Context: an optimization exercise on an open-source flow, tuned for small area. The choices shown serve that exercise and are no tape-out recipe. In this exercise RTL edits were held to simulation tests only and were not proved equivalent to the original. No driver is modelled on the clock port, so clocking that relies on it looks cheaper here than on a real chip. Power is estimated from default activity; no workload was simulated.

==> flow/design.v <==
module top(
    input clk,
    input rst,
    input spi_miso,
    output uart_tx,
    output spi_clk,
    output spi_cs,
    output spi_mosi,
    output led_green,
    output led_blue
);
    reg [5:0] p;     
    reg [2:0] s;     
    reg [4:0] u;     
    localparam [5:0] P24 = 6'd48, P49 = 6'd9;    
    localparam [4:0] U12 = 5'd5,  U24 = 5'd20;   
    wire pt   = (p == P49);
    wire rise = pt & (s == 3'd3);               
    wire tick = (p == P24) & (u == U12);        
    wire oclk = s[2];                           
    always @(posedge clk) begin
        if (rst || pt)
            p <= 6'd0;
        else
            p <= {p[4:0], ~(p[5] ^ p[4])};
    end
    always @(posedge clk) begin
        if (rst) begin
            s <= 3'd0;
            u <= 5'd0;
        end else if (pt) begin
            s <= s + 3'd1;
            u <= (u == U24) ? 5'd0 : {u[3:0], ~(u[4] ^ u[2])};
        end
    end
    localparam PRE = 3'b000, INIT1 = 3'b100, INIT2 = 3'b101, GAP = 3'b001,
               READ1 = 3'b110, READ2 = 3'b111, UART = 3'b010;
    reg [2:0] sg;
    reg [4:0] j;
    reg       r1;    
    reg [3:0] b;     
    wire intr      = sg[2];                      
    wire uart      = (sg == UART);
    wire frame_end = tick & (b == 4'd15);
    wire jump      = rise && intr && j == 5'd17;
    wire advance   = (rise && j == 5'd31) ||
                     (jump && sg[0]) ||
                     (uart && frame_end && j == 5'd30);
    always @(posedge clk) begin
        if (rst) begin
            sg <= PRE;
            j <= 5'd30;
        end else begin
            if (jump) begin
                case (sg[1:0])
                    2'b00:   j <= r1 ? 5'd31 : 5'd21;    
                    2'b01:   j <= 5'd11;                 
                    2'b10:   j <= 5'd31;                 
                    default: j <= 5'd28;                 
                endcase
            end else if (uart ? frame_end : rise)
                j <= j + 5'd1;
            if (advance)
                case (sg)
                    PRE:     sg <= INIT1;
                    INIT1:   sg <= INIT2;
                    INIT2:   sg <= GAP;
                    GAP:     sg <= READ1;
                    READ1:   sg <= READ2;
                    READ2:   sg <= UART;
                    default: sg <= PRE;
                endcase
        end
    end
    always @(posedge clk) begin
        if (rst)
            r1 <= 1'b1;
        else if (frame_end && uart && j == 5'd28)
            r1 <= 1'b0;
    end
    wire clr = (sg == PRE) && (j == 5'd30);     
    function [15:0] frame(input [1:0] t);
        case (t)
            2'd0: frame = 16'h3101;
            2'd1: frame = 16'h2D08;
            2'd2: frame = 16'hB200;
            default: frame = 16'hB300;
        endcase
    endfunction
    wire [1:0] tr = sg[1:0];
    reg mosi;
    always @(posedge clk) begin
        if (rst)
            mosi <= 1'b0;
        else if (pt && s == 3'd7 && intr && j <= 5'd15)
            mosi <= frame(tr) >> (5'd15 - j);
    end
    assign spi_mosi = mosi;
    assign spi_cs   = ~(intr && j <= 5'd16);
    assign spi_clk  = ~(intr && j <= 5'd15 && !oclk);
    wire run = r1 | uart;
    always @(posedge clk) begin
        if (rst)
            b <= 4'd0;
        else if (tick) begin
            if (b == 4'd0)
                b <= run ? 4'd6 : 4'd0;
            else
                b <= b + 4'd1;
        end
    end
    reg  txd;            
    reg  nxt;            
    wire data_bit = r1 ? 1'b0 :
                    (j == 5'd28) ? (b[0] & ~b[2]) :      
                    txd;
    assign uart_tx = b[3] ? data_bit : (b != 4'd7);
    always @(posedge clk) begin
        if (tick)
            txd <= nxt;
    end
    reg  [12:0] d;       
    reg  [2:0]  r;       
    reg         pend;    
    reg         blue, green;
    wire bits = rise && j >= 5'd8 && j <= 5'd15;      
    wire rd1  = bits && sg == READ1 && j != 5'd15;    
    wire rd2  = bits && sg == READ2;                  
    wire rdq  = rd2 && j >= 5'd10;                    
    wire post = pt && sg == READ2 && j == 5'd16 && s != 3'd3;  
    wire       dvb = rd2 ? spi_miso : d[12];
    wire [3:0] r4  = {r, dvb};
    wire       qb  = (r4 >= 4'd5);
    wire [3:0] rn  = qb ? r4 - 4'd5 : r4;
    reg  [3:0] ck, cw;
    reg  [1:0] xs;       
    wire xrev  = (xs == 2'd2);
    wire start = (ck == 4'd0) && (cw == 4'd0);
    wire cend  = (cw == 4'd9);
    wire tend  = (ck == 4'd12) && cend;
    always @(posedge clk) begin
        if (rd1)
            d <= {d[11:0], spi_miso};
        else if (rdq || post)
            d <= {d[11:0], qb};
        else if (xrev && cend)
            d <= {d[12], d[12:1]};
    end
    always @(posedge clk) begin
        if (rd2 || post)
            r <= rn[2:0];
        else if (sg != READ2)
            r <= 3'd0;
    end
    always @(posedge clk) begin
        if (rd2 && j == 5'd8)
            pend <= spi_miso;
    end
    reg  [129:0] ring;
    wire rin = xrev ? (cend ? d[0] : ring[128]) : (ring[129] & ~clr);
    always @(posedge clk) begin
        ring <= {ring[128:0], rin};
    end
    always @(posedge clk) begin
        if (rst) begin
            ck <= 4'd0;
            cw <= 4'd0;
            xs <= 2'd0;
        end else begin
            cw <= cend ? 4'd0 : cw + 4'd1;
            if (cend)
                ck <= (ck == 4'd12) ? 4'd0 : ck + 4'd1;
            case (xs)
                2'd0: if (rise && sg == READ2 && j == 5'd16) xs <= 2'd1;
                2'd1: if (tend) xs <= 2'd2;
                2'd2: if (tend) xs <= 2'd3;
                default: xs <= 2'd0;
            endcase
        end
    end
    reg  [4:0] acc;
    always @(posedge clk) begin
        acc <= (cw == 4'd0 ? (ck == 4'd0 ? 5'd0 : {1'b0, acc[4:1]}) : acc) + {4'd0, rin};
    end
    wire [2:0] m   = b[2:0] + 3'd1;
    wire       hi  = (j == 5'd29);
    wire       top = hi && m[2];                       
    wire [3:0] tgt = top ? 4'd0 : {hi, m} + 4'd1;
    always @(posedge clk) begin
        if (cw == 4'd0 && ck == tgt)
            nxt <= top ? acc[m[1:0]] : acc[0];
    end
    reg  ge, gt;
    wire sbit = acc[0];
    always @(posedge clk) begin
        if (xrev && cw == 4'd0 && ck != 4'd0) begin
            case (ck)
                4'd1: begin ge <= 1'b0;       gt <= sbit;        end  
                4'd2: begin ge <= 1'b0;       gt <= gt | sbit;   end  
                4'd3, 4'd4, 4'd5:
                      begin ge <= ge | sbit;  gt <= gt & sbit;   end  
                4'd6: begin ge <= ge & sbit;  gt <= gt | sbit;   end  
                default:
                      begin ge <= ge | sbit;  gt <= gt & sbit;   end  
            endcase
        end else if (xs == 2'd3) begin
            ge <= ge | (acc[3:0] != 4'd0);
            gt <= gt & (acc[3:0] == 4'd15);
        end
    end
    always @(posedge clk) begin
        if (rst) begin
            blue <= 1'b0;
            green <= 1'b0;
        end else if (uart) begin
            blue <= pend;
            if (j == 5'd28 && p != 6'd0)
                green <= ge && !gt;
        end
    end
    assign led_blue  = blue;
    assign led_green = green;
endmodule
clock: 30.0 ns
lec_check: 0
cap_margin: 20
core_margin: 2
core_utilization: 70
slew_margin: 20
standard.sh (not shown) runs the stock make flow with config.mk's settings and CLKGATE_MAP_FILE= SYNTH_SCRIPT=/design/flow/synth_recipe.tcl, a recipe that flattens the netlist after the stock synthesis.
==> flow/flow/run.sh <==
#!/bin/bash
# Layout flow: the standard ORFS flow with these changes:
#  - synthesis maps the logic for area (flow/synth.tcl); registers unchanged,
#  - clock tree synthesis without dummy loads and with larger sink clusters,
#  - the smallest buffer on the ports,
#  - cells on paths with slack downsized after clock tree synthesis.
# Each tool's output goes to the ORFS logs under orfs/logs; make's own output
# goes to synth_make.log and flow_make.log in the work folder.
set -euo pipefail
work=$(pwd)
here=$(cd "$(dirname "$0")" && pwd)
export CTS_ARGS="-sink_clustering_enable -repair_clock_nets -dont_use_dummy_load -buf_list {sky130_fd_sc_hd__clkbuf_4 sky130_fd_sc_hd__clkbuf_8} -sink_buffer_max_cap_derate 1.0"
export BUFFER_PORTS_ARGS="-buffer_cell sky130_fd_sc_hd__buf_1"
export POST_CTS_TCL="$here/post_cts.tcl"
make -C "$FLOW_HOME" DESIGN_CONFIG="$work/config.mk" WORK_HOME="$work/orfs" \
  CLKGATE_MAP_FILE= SYNTH_SCRIPT="$here/synth.tcl" synth > synth_make.log 2>&1
bash standard.sh finish > flow_make.log 2>&1
==> flow/flow/post_cts.tcl <==
# Downsize cells wherever the timing slack allows, then legalize again.
estimate_parasitics -placement
repair_timing -recover_power 100
detailed_placement
check_placement -verbose
==> flow/flow/synth.tcl <==
# The standard synthesis (synth_recipe.tcl), with one change: the logic is
# mapped by ABC with an area-oriented script, and adders are left to ABC
# instead of being mapped to adder cells first.  Registers are untouched.
proc synth {args} { yosys synth -nofsm -noshare {*}$args }
proc abc {args} {
  set out {}
  set skip 0
  foreach a $args {
    if {$skip} { set skip 0; continue }
    if {[lsearch {-script -D -constr} $a] >= 0} { set skip 1; continue }
    lappend out $a
  }
  yosys abc {*}$out -script "+strash;dc2;dch,-f;map,-a;mfs2;strash;dch,-f;map,-a"
}
set ::env(ADDER_MAP_FILE) ""
source $::env(SCRIPTS_DIR)/synth.tcl
# left out here: clear keep_hierarchy, flatten, clean up, hide names made inside functions, write 1_2_yosys.v
Edit:
--- a/flow/design.v
+++ b/flow/design.v
@@ -7,24 +7,31 @@
     output spi_cs,
     output spi_mosi,
     output led_green,
     output led_blue
 );
-    reg [5:0] p;     
+    reg [3:0] pl;    
+    reg [2:0] ph;    
     reg [2:0] s;     
     reg [4:0] u;     
-    localparam [5:0] P24 = 6'd48, P49 = 6'd9;    
+    localparam [3:0] L4 = 4'd14, L9 = 4'd9;      
+    localparam [2:0] H2 = 3'd3,  H4 = 3'd5;      
     localparam [4:0] U12 = 5'd5,  U24 = 5'd20;   
-    wire pt   = (p == P49);
+    wire pl9  = (pl == L9);
+    wire pt   = (ph == H4) & pl9;                            
     wire rise = pt & (s == 3'd3);               
-    wire tick = (p == P24) & (u == U12);        
+    wire tick = (ph == H2) & (pl == L4) & (u == U12);        
     wire oclk = s[2];                           
     always @(posedge clk) begin
-        if (rst || pt)
-            p <= 6'd0;
-        else
-            p <= {p[4:0], ~(p[5] ^ p[4])};
+        if (rst) begin
+            pl <= 4'd0;
+            ph <= 3'd0;
+        end else begin
+            pl <= pl9 ? 4'd0 : {pl[2:0], ~(pl[3] ^ pl[2])};
+            if (pl9)
+                ph <= (ph == H4) ? 3'd0 : {ph[1:0], ~(ph[2] ^ ph[1])};
+        end
     end
     always @(posedge clk) begin
         if (rst) begin
             s <= 3'd0;
             u <= 5'd0;
@@ -130,15 +137,15 @@
     wire post = pt && sg == READ2 && j == 5'd16 && s != 3'd3;  
     wire       dvb = rd2 ? spi_miso : d[12];
     wire [3:0] r4  = {r, dvb};
     wire       qb  = (r4 >= 4'd5);
     wire [3:0] rn  = qb ? r4 - 4'd5 : r4;
-    reg  [3:0] ck, cw;
+    reg  [3:0] ck;
+    wire [3:0] cw = pl;
     reg  [1:0] xs;       
     wire xrev  = (xs == 2'd2);
-    wire start = (ck == 4'd0) && (cw == 4'd0);
-    wire cend  = (cw == 4'd9);
+    wire cend  = pl9;
     wire tend  = (ck == 4'd12) && cend;
     always @(posedge clk) begin
         if (rd1)
             d <= {d[11:0], spi_miso};
         else if (rdq || post)
@@ -162,14 +169,12 @@
         ring <= {ring[128:0], rin};
     end
     always @(posedge clk) begin
         if (rst) begin
             ck <= 4'd0;
-            cw <= 4'd0;
             xs <= 2'd0;
         end else begin
-            cw <= cend ? 4'd0 : cw + 4'd1;
             if (cend)
                 ck <= (ck == 4'd12) ? 4'd0 : ck + 4'd1;
             case (xs)
                 2'd0: if (rise && sg == READ2 && j == 5'd16) xs <= 2'd1;
                 2'd1: if (tend) xs <= 2'd2;
@@ -212,11 +217,11 @@
         if (rst) begin
             blue <= 1'b0;
             green <= 1'b0;
         end else if (uart) begin
             blue <= pend;
-            if (j == 5'd28 && p != 6'd0)
+            if (j == 5'd28 && (ph != 3'd0 || pl != 4'd0))
                 green <= ge && !gt;
         end
     end
     assign led_blue  = blue;
     assign led_green = green;
Result: The changed run completed without violations. Final area is about the same. Worst hold slack gets worse by 0.014 ns. Sequential power is lower slightly. Sequential cell count is lower by 3. Sequential share of layout area is lower by 0.79 points. Worst setup slack gets worse by 0.27 ns. Register-to-register slack gets worse by 1.3 ns.

-- re-timing with driven ports --
How much do the figures lean on ideal ports? The routed layouts below were timed once more, with nothing changed but the port constraints. Step 1, drivers: a clkbuf_16 drives clk and a buf_2 each remaining input, both assumed. Step 2, shift: input delay + t, output delay - t, t = (earliest + latest rising clock arrival at the registers) / 2. This alone moves slack from input paths to output paths. Slacks: ideal / step 1 / step 2; pairs: ideal / step 1.
run	t (ns)	setup slack, ns	worst data-port slew with drivers (ns)
the first run	0.597	21.853 / 21.823 / 22.166	0.03
the second run	0.597	21.586 / 21.553 / 22.123	0.03
After both steps setup and hold are still met in every run listed.
